Background: an optimization exercise with open tools, aiming at small area and a short achievable clock period. Do not read the settings as production practice.
Where RTL was checked, it was by simulation tests only, not by an equivalence proof against the original.
Power figures rest on the tool's default switching activity, not on a simulated workload.

==> run F: inputs <==
==> flow/design.v (excerpt) <==
module bit_population_counter #(
  parameter WIDTH                 = 256
) (
  input  logic                    clk_i,
  input  logic                    srst_i,
  input  logic [WIDTH-1:0]        data_i,
  input  logic                    data_val_i,
  output logic [$clog2(WIDTH):0]  data_o,
  output logic                    data_val_o
);
==> flow/config.mk <==
export PLATFORM = sky130hd
export DESIGN_NAME = bit_population_counter
export DESIGN_NICKNAME = bit_population_counter
export VERILOG_FILES = /design/flow/design.v
export SDC_FILE = /design/flow/constraint.sdc
export NUM_CORES = 4
export LEC_CHECK = 0
export CAP_MARGIN = 20
export CORE_MARGIN = 2
export CORE_UTILIZATION = 40
export SLEW_MARGIN = 20
export SYNTH_HIERARCHICAL = 1
==> flow/constraint.sdc <==
create_clock -name core_clock -period 11.0 [get_ports {clk_i}]
set_input_delay 2.2000 -clock core_clock [delete_from_list [all_inputs] [get_ports {clk_i}]]
set_output_delay 2.2000 -clock core_clock [all_outputs]
set_load 0.01 [all_outputs]
standard.sh (not shown) runs the stock make flow with config.mk's settings and CLKGATE_MAP_FILE= SYNTH_SCRIPT=/design/flow/synth_recipe.tcl, a recipe that flattens the netlist after the stock synthesis.
==> flow/flow/run.sh <==
#!/bin/bash
# The standard layout, with plain buf_1 cells as the port buffers and a small clock tree.
set -euo pipefail
export BUFFER_PORTS_ARGS="-buffer_cell sky130_fd_sc_hd__buf_1"
bash standard.sh > standard.log 2>&1
==> run C: changes against run F <==
--- a/flow/design.v
+++ b/flow/design.v
@@ -14,23 +14,30 @@
   output logic s,
   output logic co
 );
   assign s  = a ^ b;
   assign co = a & b;
 endmodule
+module pc_cpa (
+  input  logic [8:0] x,
+  output logic [8:0] s
+);
+  assign s = {1'b0, x[7], x[6], x[5], x[4], x[3], x[2], x[1], x[0]}
+           + {1'b0, 1'b0, 1'b0, 1'b0, 1'b0, 1'b0, 1'b0, 1'b0, x[8]};
+endmodule
 module bit_population_counter #(
   parameter WIDTH                 = 256
 ) (
   input  logic                    clk_i,
   input  logic                    srst_i,
   input  logic [WIDTH-1:0]        data_i,
   input  logic                    data_val_i,
   output logic [$clog2(WIDTH):0]  data_o,
   output logic                    data_val_o
 );
-logic [16:0] cs_d, cs_q;
+logic [19:0] cs_d, cs_q;
 logic s1, c2, s3, c4, s5, c6, s7, c8, s9, c10, s11, c12, s13, c14, s15, c16;
 logic s17, c18, s19, c20, s21, c22, s23, c24, s25, c26, s27, c28, s29, c30, s31, c32;
 logic s33, c34, s35, c36, s37, c38, s39, c40, s41, c42, s43, c44, s45, c46, s47, c48;
 logic s49, c50, s51, c52, s53, c54, s55, c56, s57, c58, s59, c60, s61, c62, s63, c64;
 logic s65, c66, s67, c68, s69, c70, s71, c72, s73, c74, s75, c76, s77, c78, s79, c80;
 logic s81, c82, s83, c84, s85, c86, s87, c88, s89, c90, s91, c92, s93, c94, s95, c96;
@@ -288,49 +295,52 @@
   pc_fa u_s453 (.a(s441), .b(s443), .ci(s445), .s(s453), .co(c454));
   pc_fa u_s455 (.a(c418), .b(c420), .ci(s447), .s(s455), .co(c456));
   pc_fa u_s457 (.a(s449), .b(s451), .ci(s453), .s(s457), .co(c458));
   pc_fa u_s459 (.a(c422), .b(c424), .ci(c426), .s(s459), .co(c460));
   pc_fa u_s461 (.a(c428), .b(c430), .ci(c432), .s(s461), .co(c462));
   pc_fa u_s463 (.a(s455), .b(s457), .ci(c434), .s(s463), .co(c464));
-  pc_fa u_s465 (.a(c436), .b(s459), .ci(c438), .s(s465), .co(c466));
-  pc_fa u_s467 (.a(c442), .b(c444), .ci(c446), .s(s467), .co(c468));
-  pc_fa u_s469 (.a(c448), .b(c450), .ci(c452), .s(s469), .co(c470));
-  pc_fa u_s471 (.a(c454), .b(s467), .ci(c456), .s(s471), .co(c472));
-  pc_fa u_s473 (.a(s469), .b(c458), .ci(c460), .s(s473), .co(c474));
-  pc_fa u_s475 (.a(c462), .b(s471), .ci(c464), .s(s475), .co(c476));
-  pc_fa u_s477 (.a(c468), .b(c470), .ci(c472), .s(s477), .co(c478));
+  pc_fa u_s465 (.a(c442), .b(c444), .ci(c446), .s(s465), .co(c466));
+  pc_fa u_s467 (.a(c448), .b(c450), .ci(c452), .s(s467), .co(c468));
+  pc_fa u_s469 (.a(c454), .b(s465), .ci(c456), .s(s469), .co(c470));
+  pc_fa u_s471 (.a(s467), .b(c458), .ci(c460), .s(s471), .co(c472));
 assign cs_d[0] = s251;  
 assign cs_d[1] = s253;  
 assign cs_d[2] = s379;  
 assign cs_d[3] = s437;  
 assign cs_d[4] = c380;  
 assign cs_d[5] = s439;  
-assign cs_d[6] = s461;  
-assign cs_d[7] = c440;  
-assign cs_d[8] = s463;  
-assign cs_d[9] = s465;  
-assign cs_d[10] = s473;  
-assign cs_d[11] = c466;  
-assign cs_d[12] = s475;  
-assign cs_d[13] = c474;  
-assign cs_d[14] = s477;  
-assign cs_d[15] = c476;  
-assign cs_d[16] = c478;  
+assign cs_d[6] = c436;  
+assign cs_d[7] = s459;  
+assign cs_d[8] = c438;  
+assign cs_d[9] = s461;  
+assign cs_d[10] = c440;  
+assign cs_d[11] = s463;  
+assign cs_d[12] = c462;  
+assign cs_d[13] = s469;  
+assign cs_d[14] = c464;  
+assign cs_d[15] = s471;  
+assign cs_d[16] = c466;  
+assign cs_d[17] = c468;  
+assign cs_d[18] = c470;  
+assign cs_d[19] = c472;  
 always_ff @( posedge clk_i )
   cs_q <= cs_d;
 always_ff @( posedge clk_i )
   begin
     if( srst_i )
       data_val_o <= 1'b0;
     else
       data_val_o <= data_val_i;
   end
-  pc_fa u_s479 (.a(cs_q[3]), .b(cs_q[4]), .ci(cs_q[5]), .s(s479), .co(c480));
-  pc_fa u_s481 (.a(cs_q[6]), .b(cs_q[7]), .ci(cs_q[8]), .s(s481), .co(c482));
-  pc_fa u_s483 (.a(cs_q[9]), .b(c480), .ci(s481), .s(s483), .co(c484));
-  pc_fa u_s485 (.a(cs_q[10]), .b(cs_q[11]), .ci(cs_q[12]), .s(s485), .co(c486));
-  pc_fa u_s487 (.a(c482), .b(s485), .ci(c484), .s(s487), .co(c488));
-  pc_fa u_s489 (.a(cs_q[13]), .b(cs_q[14]), .ci(cs_q[15]), .s(s489), .co(c490));
-  pc_fa u_s491 (.a(c486), .b(s489), .ci(c488), .s(s491), .co(c492));
-  pc_fa u_s493 (.a(cs_q[16]), .b(c490), .ci(c492), .s(s493), .co(c494));
-assign data_o = {1'b0, c494, s493, s491, s487, s483, s479, cs_q[2], cs_q[0]} + {1'b0, 1'b0, 1'b0, 1'b0, 1'b0, 1'b0, 1'b0, 1'b0, cs_q[1]};
+  pc_fa u_s473 (.a(cs_q[3]), .b(cs_q[4]), .ci(cs_q[5]), .s(s473), .co(c474));
+  pc_fa u_s475 (.a(cs_q[6]), .b(cs_q[7]), .ci(cs_q[8]), .s(s475), .co(c476));
+  pc_fa u_s477 (.a(cs_q[9]), .b(cs_q[10]), .ci(cs_q[11]), .s(s477), .co(c478));
+  pc_fa u_s479 (.a(c474), .b(s475), .ci(s477), .s(s479), .co(c480));
+  pc_fa u_s481 (.a(cs_q[12]), .b(cs_q[13]), .ci(cs_q[14]), .s(s481), .co(c482));
+  pc_fa u_s483 (.a(cs_q[15]), .b(c476), .ci(c478), .s(s483), .co(c484));
+  pc_fa u_s485 (.a(s481), .b(c480), .ci(s483), .s(s485), .co(c486));
+  pc_fa u_s487 (.a(cs_q[16]), .b(cs_q[17]), .ci(cs_q[18]), .s(s487), .co(c488));
+  pc_fa u_s489 (.a(cs_q[19]), .b(c482), .ci(s487), .s(s489), .co(c490));
+  pc_fa u_s491 (.a(c484), .b(s489), .ci(c486), .s(s491), .co(c492));
+  pc_fa u_s493 (.a(c488), .b(c490), .ci(c492), .s(s493), .co(c494));
+  pc_cpa u_cpa (.x({cs_q[1], c494, s493, s491, s485, s479, s473, cs_q[2], cs_q[0]}), .s(data_o));
 endmodule
==> flow/flow/run.sh (replaced) <==
#!/bin/bash
# The standard layout (standard.sh), with plain buf_1 cells as the port buffers and a
# small clock tree. The make output goes to standard.log; each ORFS step logs to orfs/logs/.
set -euo pipefail
export BUFFER_PORTS_ARGS="-buffer_cell sky130_fd_sc_hd__buf_1"
export CTS_ARGS="-sink_clustering_enable -repair_clock_nets -dont_use_dummy_load -buf_list sky130_fd_sc_hd__clkbuf_8"
export SETUP_SLACK_MARGIN=5.6
bash standard.sh > standard.log 2>&1
CORE_UTILIZATION = 65   (was 40)
CTS_BUF_LIST = sky130_fd_sc_hd__clkbuf_8   (was unset)
==> run P: changes against run F <==
--- a/flow/design.v
+++ b/flow/design.v
@@ -24,13 +24,13 @@
   input  logic                    srst_i,
   input  logic [WIDTH-1:0]        data_i,
   input  logic                    data_val_i,
   output logic [$clog2(WIDTH):0]  data_o,
   output logic                    data_val_o
 );
-logic [16:0] cs_d, cs_q;
+logic [19:0] cs_d, cs_q;
 logic s1, c2, s3, c4, s5, c6, s7, c8, s9, c10, s11, c12, s13, c14, s15, c16;
 logic s17, c18, s19, c20, s21, c22, s23, c24, s25, c26, s27, c28, s29, c30, s31, c32;
 logic s33, c34, s35, c36, s37, c38, s39, c40, s41, c42, s43, c44, s45, c46, s47, c48;
 logic s49, c50, s51, c52, s53, c54, s55, c56, s57, c58, s59, c60, s61, c62, s63, c64;
 logic s65, c66, s67, c68, s69, c70, s71, c72, s73, c74, s75, c76, s77, c78, s79, c80;
 logic s81, c82, s83, c84, s85, c86, s87, c88, s89, c90, s91, c92, s93, c94, s95, c96;
@@ -288,49 +288,53 @@
   pc_fa u_s453 (.a(s441), .b(s443), .ci(s445), .s(s453), .co(c454));
   pc_fa u_s455 (.a(c418), .b(c420), .ci(s447), .s(s455), .co(c456));
   pc_fa u_s457 (.a(s449), .b(s451), .ci(s453), .s(s457), .co(c458));
   pc_fa u_s459 (.a(c422), .b(c424), .ci(c426), .s(s459), .co(c460));
   pc_fa u_s461 (.a(c428), .b(c430), .ci(c432), .s(s461), .co(c462));
   pc_fa u_s463 (.a(s455), .b(s457), .ci(c434), .s(s463), .co(c464));
-  pc_fa u_s465 (.a(c436), .b(s459), .ci(c438), .s(s465), .co(c466));
-  pc_fa u_s467 (.a(c442), .b(c444), .ci(c446), .s(s467), .co(c468));
-  pc_fa u_s469 (.a(c448), .b(c450), .ci(c452), .s(s469), .co(c470));
-  pc_fa u_s471 (.a(c454), .b(s467), .ci(c456), .s(s471), .co(c472));
-  pc_fa u_s473 (.a(s469), .b(c458), .ci(c460), .s(s473), .co(c474));
-  pc_fa u_s475 (.a(c462), .b(s471), .ci(c464), .s(s475), .co(c476));
-  pc_fa u_s477 (.a(c468), .b(c470), .ci(c472), .s(s477), .co(c478));
+  pc_fa u_s465 (.a(c442), .b(c444), .ci(c446), .s(s465), .co(c466));
+  pc_fa u_s467 (.a(c448), .b(c450), .ci(c452), .s(s467), .co(c468));
+  pc_fa u_s469 (.a(c454), .b(s465), .ci(c456), .s(s469), .co(c470));
+  pc_fa u_s471 (.a(s467), .b(c458), .ci(c460), .s(s471), .co(c472));
 assign cs_d[0] = s251;  
 assign cs_d[1] = s253;  
 assign cs_d[2] = s379;  
 assign cs_d[3] = s437;  
 assign cs_d[4] = c380;  
 assign cs_d[5] = s439;  
-assign cs_d[6] = s461;  
-assign cs_d[7] = c440;  
-assign cs_d[8] = s463;  
-assign cs_d[9] = s465;  
-assign cs_d[10] = s473;  
-assign cs_d[11] = c466;  
-assign cs_d[12] = s475;  
-assign cs_d[13] = c474;  
-assign cs_d[14] = s477;  
-assign cs_d[15] = c476;  
-assign cs_d[16] = c478;  
+assign cs_d[6] = c436;  
+assign cs_d[7] = s459;  
+assign cs_d[8] = c438;  
+assign cs_d[9] = s461;  
+assign cs_d[10] = c440;  
+assign cs_d[11] = s463;  
+assign cs_d[12] = c462;  
+assign cs_d[13] = s469;  
+assign cs_d[14] = c464;  
+assign cs_d[15] = s471;  
+assign cs_d[16] = c466;  
+assign cs_d[17] = c468;  
+assign cs_d[18] = c470;  
+assign cs_d[19] = c472;  
 always_ff @( posedge clk_i )
   cs_q <= cs_d;
 always_ff @( posedge clk_i )
   begin
     if( srst_i )
       data_val_o <= 1'b0;
     else
       data_val_o <= data_val_i;
   end
-  pc_fa u_s479 (.a(cs_q[3]), .b(cs_q[4]), .ci(cs_q[5]), .s(s479), .co(c480));
-  pc_fa u_s481 (.a(cs_q[6]), .b(cs_q[7]), .ci(cs_q[8]), .s(s481), .co(c482));
-  pc_fa u_s483 (.a(cs_q[9]), .b(c480), .ci(s481), .s(s483), .co(c484));
-  pc_fa u_s485 (.a(cs_q[10]), .b(cs_q[11]), .ci(cs_q[12]), .s(s485), .co(c486));
-  pc_fa u_s487 (.a(c482), .b(s485), .ci(c484), .s(s487), .co(c488));
-  pc_fa u_s489 (.a(cs_q[13]), .b(cs_q[14]), .ci(cs_q[15]), .s(s489), .co(c490));
-  pc_fa u_s491 (.a(c486), .b(s489), .ci(c488), .s(s491), .co(c492));
-  pc_fa u_s493 (.a(cs_q[16]), .b(c490), .ci(c492), .s(s493), .co(c494));
-assign data_o = {1'b0, c494, s493, s491, s487, s483, s479, cs_q[2], cs_q[0]} + {1'b0, 1'b0, 1'b0, 1'b0, 1'b0, 1'b0, 1'b0, 1'b0, cs_q[1]};
+  pc_fa u_s473 (.a(cs_q[3]), .b(cs_q[4]), .ci(cs_q[5]), .s(s473), .co(c474));
+  pc_fa u_s475 (.a(cs_q[6]), .b(cs_q[7]), .ci(cs_q[8]), .s(s475), .co(c476));
+  pc_fa u_s477 (.a(cs_q[9]), .b(cs_q[10]), .ci(cs_q[11]), .s(s477), .co(c478));
+  pc_fa u_s479 (.a(c474), .b(s475), .ci(s477), .s(s479), .co(c480));
+  pc_fa u_s481 (.a(cs_q[12]), .b(cs_q[13]), .ci(cs_q[14]), .s(s481), .co(c482));
+  pc_fa u_s483 (.a(cs_q[15]), .b(c476), .ci(c478), .s(s483), .co(c484));
+  pc_fa u_s485 (.a(s481), .b(c480), .ci(s483), .s(s485), .co(c486));
+  pc_fa u_s487 (.a(cs_q[16]), .b(cs_q[17]), .ci(cs_q[18]), .s(s487), .co(c488));
+  pc_fa u_s489 (.a(cs_q[19]), .b(c482), .ci(s487), .s(s489), .co(c490));
+  pc_fa u_s491 (.a(c484), .b(s489), .ci(c486), .s(s491), .co(c492));
+  pc_fa u_s493 (.a(c488), .b(c490), .ci(c492), .s(s493), .co(c494));
+assign data_o = {1'b0, c494, s493, s491, s485, s479, s473, cs_q[2], cs_q[0]}
+              + {1'b0, 1'b0, 1'b0, 1'b0, 1'b0, 1'b0, 1'b0, 1'b0, cs_q[1]};
 endmodule
==> flow/flow/run.sh (replaced) <==
#!/bin/bash
# The standard layout (standard.sh), with plain buf_1 cells as the port buffers and a
# small clock tree. The make output goes to standard.log; each ORFS step logs to orfs/logs/.
set -euo pipefail
export BUFFER_PORTS_ARGS="-buffer_cell sky130_fd_sc_hd__buf_1"
export CTS_ARGS="-sink_clustering_enable -repair_clock_nets -dont_use_dummy_load -buf_list sky130_fd_sc_hd__clkbuf_8"
bash standard.sh > standard.log 2>&1
CORE_UTILIZATION = 65   (was 40)
CTS_BUF_LIST = sky130_fd_sc_hd__clkbuf_8   (was unset)
==> summary of the runs <==
Of run F and run P, run F has the higher worst hold slack (gap 0.021 ns).
In run F the combinational power is larger than in run P, by about 2%.
The lowest routed wire length belongs to run F, the highest to run C.
Die area, lowest first: run P, run C, run F.
Sequential share of layout area, highest first: run P, run C, run F.
The highest fmax belongs to run C, the lowest to run F.
Non-clock buffer count is the same in run P and run F.
The highest clock power belongs to run F, the lowest to run C.
Synthesized cell count: run P is larger than run F (about 1%).
Global-route usage: run P is lower than run C (3.2 points).
==> figures <==
metric	run P	run C	run F
Number of placement rows	33	33	42
Final cell count without fillers	662	663	730
Clock slew at reported path FFs	0.07 ns	0.07 ns	0.05 ns
Met2 usage in global routing	57.9%	64.3%	36.3%
Via count of the first global-routing pass	4,396	4,683	4,309
Area used by multi-input combinational logic	5080 um2	5520 um2	5080 um2
Area growth syn-to-layout	21.4%	30.6%	23.9%
Overall via count from detail_route	3,400	3,562	3,287
GP Congestion	0.902	0.839	0.839
Seq Cell Count	21	21	18
Register share of the cell area	6.30%	5.86%	5.35%
Proportion of power drawn by flip-flops and latches	8.1%	7.2%	7.5%
Buffers, non-clock	268	269	268
Floorplan die width	96.0 um	96.0 um	121 um
Clock group power	0.0484 mW	0.0479 mW	0.0710 mW
RSZ-0062 raised after global routing	false	true	false
Cell at the root of the clock tree	clkbuf_8	clkbuf_8	clkbuf_16
Fraction of met3 tracks used by global routing	3.84%	5.79%	1.98%
Result of the run	no timing/DRC/antenna violations	no timing/DRC/antenna violations	no timing/DRC/antenna violations
Most frequent cell on the critical path	fa_1	fa_2	fa_1
Fraction of standard cell area in multi-input logic	76.0%	76.7%	75.3%
Tap cell count	105	105	176
Only the layout flow was run in run F and run P; the RTL was not checked for function there.

-- separate check: timing with driven ports --
In the flow no input, the clock included, has a driving cell. The finished layouts below were timed again as built, in two steps.
Step 1 assumes that a clkbuf_16 drives the clock port and a buf_2 every other input.
Step 2 times the ports against the registers' clock, not the clock port: input delays grow and output delays shrink by t, the midpoint of the rising clock arrivals with the driver on.
a / b / c = no drivers / after step 1 / after step 2; a / b = the first two.
run | shift t [ns] | setup slack, ns | hold WS [ns] | worst setup path after step 2 | latest minus earliest clock arrival (ns)
run F | 0.275 | 4.985 / 4.993 / 4.719 | 2.106 / 2.100 / 2.374 | input to register | 0.003 / 0.003
run C | 0.276 | 5.298 / 5.287 / 5.011 | 2.166 / 2.175 / 2.452 | input to register | 0.011 / 0.011
run P | 0.282 | 5.288 / 5.293 / 5.011 | 2.085 / 2.083 / 2.365 | input to register | 0.003 / 0.002
After both steps setup and hold are still met in every run listed. The setup slack of run C, which loses most, moves by -0.011 ns with the drivers and by -0.287 ns with both steps.
